This is an optimization exercise on Yosys and OpenROAD, whose aim is small area, a short achievable clock period and few clock cycles per item, not a production implementation.

// cordic_final
module cordic_final (
    input  wire        clk,
    input  wire        rst_n,
    input  wire        start,
    input  wire [31:0] x_in,
    input  wire        func_select,
    output wire        busy,
    output reg         done,
    output wire [32:0] result
);
    assign busy = 1'b0;
    wire [15:0] z0i = func_select ? x_in[15:0] : {x_in[15], x_in[15:1]};
    reg [14:0] v0r;
    always @(posedge clk) v0r <= z0i[14:0] ^ {15{z0i[15]}};
    reg [0:0] s0r;
    always @(posedge clk) s0r <= z0i[15];
    reg [0:0] fsr;
    always @(posedge clk) fsr <= func_select;
    wire zs = s0r;
    wire [14:0] zv = v0r;
    wire [15:1] tq;
    assign tq[1] = (zv >= 15'd1731);
    assign tq[2] = (zv >= 15'd2756);
    assign tq[3] = (zv >= 15'd3781);
    assign tq[4] = (zv >= 15'd4815);
    assign tq[5] = (zv >= 15'd5849);
    assign tq[6] = (zv >= 15'd6874);
    assign tq[7] = (zv >= 15'd7899);
    assign tq[8] = (zv >= 15'd9000);
    assign tq[9] = (zv >= 15'd10101);
    assign tq[10] = (zv >= 15'd11126);
    assign tq[11] = (zv >= 15'd12151);
    assign tq[12] = (zv >= 15'd13185);
    assign tq[13] = (zv >= 15'd14219);
    assign tq[14] = (zv >= 15'd15244);
  ...
Size in the first run: about 4300 cells after synthesis, about 770 flip-flops, ~71 I/O pins.
==> flow/config.mk <==
export PLATFORM = sky130hd
export DESIGN_NAME = cordic_final
export DESIGN_NICKNAME = cordic_final
export VERILOG_FILES = /design/flow/design.v
export SDC_FILE = /design/flow/constraint.sdc
export NUM_CORES = 4
export LEC_CHECK = 0
export CAP_MARGIN = 20
export CORE_MARGIN = 2
export CORE_UTILIZATION = 40
export CTS_CLUSTER_DIAMETER = 80
export CTS_CLUSTER_SIZE = 28
export SLEW_MARGIN = 20
==> flow/constraint.sdc <==
create_clock -name core_clock -period 12.0 [get_ports {clk}]
set_input_delay 2.4000 -clock core_clock [delete_from_list [all_inputs] [get_ports {clk}]]
set_output_delay 2.4000 -clock core_clock [all_outputs]
set_load 0.01 [all_outputs]
standard.sh (not shown) runs the stock make flow with config.mk's settings and CLKGATE_MAP_FILE= SYNTH_SCRIPT=/design/flow/synth_recipe.tcl, a recipe that flattens the netlist after the stock synthesis.
==> flow/flow/run.sh <==
#!/bin/bash
set -euo pipefail
bash standard.sh SETUP_SLACK_MARGIN=8.5 finish > standard_flow.log 2>&1
Rerun with:
--- a/flow/design.v
+++ b/flow/design.v
@@ -1310,29 +1310,23 @@
     wire mu_280s, mu_280c;
     cf_fa u_mu_280 (.a(mu_247c), .b(mu_248s), .c(mu_139), .s(mu_280s), .co(mu_280c));
     wire mu_281 = ~(mu_248c ^ mu_249);
     wire mu_282 = mu_248c | mu_249;
     wire mu_283s, mu_283c;
     cf_fa u_mu_283 (.a(mu_250), .b(mu_251), .c(mu_145), .s(mu_283s), .co(mu_283c));
     wire mu_284 = ~(mu_252 ^ mu_142);
     wire mu_285 = mu_252 | mu_142;
-    wire [9:0] mla = {mu_261c, mu_260c, mu_259c, mu_258c, mu_257c, mu_256, mu_254, mu_253, mu_2, mu_1};
-    wire [9:0] mlb = {mu_262s, mu_261s, mu_260s, mu_259s, mu_258s, mu_257s, mu_255, bneg[1], 1'b0, bneg[0]};
-    wire [10:0] mls = {1'b0, mla} + {1'b0, mlb};    
-    reg [19:0] mra;
-    always @(posedge clk) mra <= {mu_283c, mu_282, mu_280c, mu_279, mu_277c, mu_276c, mu_275c, mu_274c, mu_273c, mu_272c, mu_271c, mu_270c, mu_269c, mu_268c, mu_267c, mu_266c, mu_265c, mu_264c, mu_263c, mu_262c};
-    reg [19:0] mrb;
-    always @(posedge clk) mrb <= {mu_284, mu_283s, mu_281, mu_280s, mu_278, mu_277s, mu_276s, mu_275s, mu_274s, mu_273s, mu_272s, mu_271s, mu_270s, mu_269s, mu_268s, mu_267s, mu_266s, mu_265s, mu_264s, mu_263s};
-    reg [0:0] mrc;
-    always @(posedge clk) mrc <= mls[10];
+    reg [29:0] mra;
+    always @(posedge clk) mra <= {mu_283c, mu_282, mu_280c, mu_279, mu_277c, mu_276c, mu_275c, mu_274c, mu_273c, mu_272c, mu_271c, mu_270c, mu_269c, mu_268c, mu_267c, mu_266c, mu_265c, mu_264c, mu_263c, mu_262c, mu_261c, mu_260c, mu_259c, mu_258c, mu_257c, mu_256, mu_254, mu_253, mu_2, mu_1};
+    reg [29:0] mrb;
+    always @(posedge clk) mrb <= {mu_284, mu_283s, mu_281, mu_280s, mu_278, mu_277s, mu_276s, mu_275s, mu_274s, mu_273s, mu_272s, mu_271s, mu_270s, mu_269s, mu_268s, mu_267s, mu_266s, mu_265s, mu_264s, mu_263s, mu_262s, mu_261s, mu_260s, mu_259s, mu_258s, mu_257s, mu_255, bneg[1], 1'b0, bneg[0]};
     reg [0:0] fsr_p14;
     always @(posedge clk) fsr_p14 <= fsr_p13;
-    wire [19:0] fph = mra + mrb + {19'd0, mrc};
-    wire [29:0] fp = {fph, 10'd0};
+    wire [29:0] fp = mra + mrb;
     wire [14:0] rr = fsr_p14 ? fp[28:14] : fp[29:15];
     reg [14:0] res;
     always @(posedge clk) res <= rr;
     reg [0:0] rsa;
     always @(posedge clk) rsa <= fsr_p14 & fp[28];
     reg [0:0] rsb;
     always @(posedge clk) rsb <= fsr_p14 & fp[29];
     assign result = {{6{rsb}}, {6{rsa}}, {7{res[14]}}, res[13:0]};
After rerunning:
- fmax stays flat
- global-route usage barely changes
- first-iteration DRC count drops slightly
- setup slack gets better by 0.0065 ns
- routed wire length is about the same
- die area goes up slightly
No run of this note included a check of the RTL's function; only the layout flow was run.

-- what the ideal ports hide --
In the flow no input, the clock included, has a driving cell. The finished layouts below were timed again as built, in two steps.
Step 1, drivers: a clkbuf_16 drives clk and a buf_2 each remaining input, both assumed.
Step 2 adds t to the input delays and takes it off the output delays; t is the mean of the earliest and latest rising clock arrival at the registers after step 1. Input paths then give back, and output paths get back, about the clock's delay inside the block.
Slacks: ideal ports / drivers / drivers and shift; pairs: ideal ports / drivers.
run	t, ns	slack for setup (ns)	cell pins on the clock port's net
the first run	0.703	8.359 / 8.296 / 8.012	1
the second run	0.672	8.366 / 8.305 / 8.056	1
After both steps setup and hold are still met in every run listed. For the first run, which loses most, drivers alone change the setup slack by -0.063 ns; drivers and shift together by -0.347 ns.
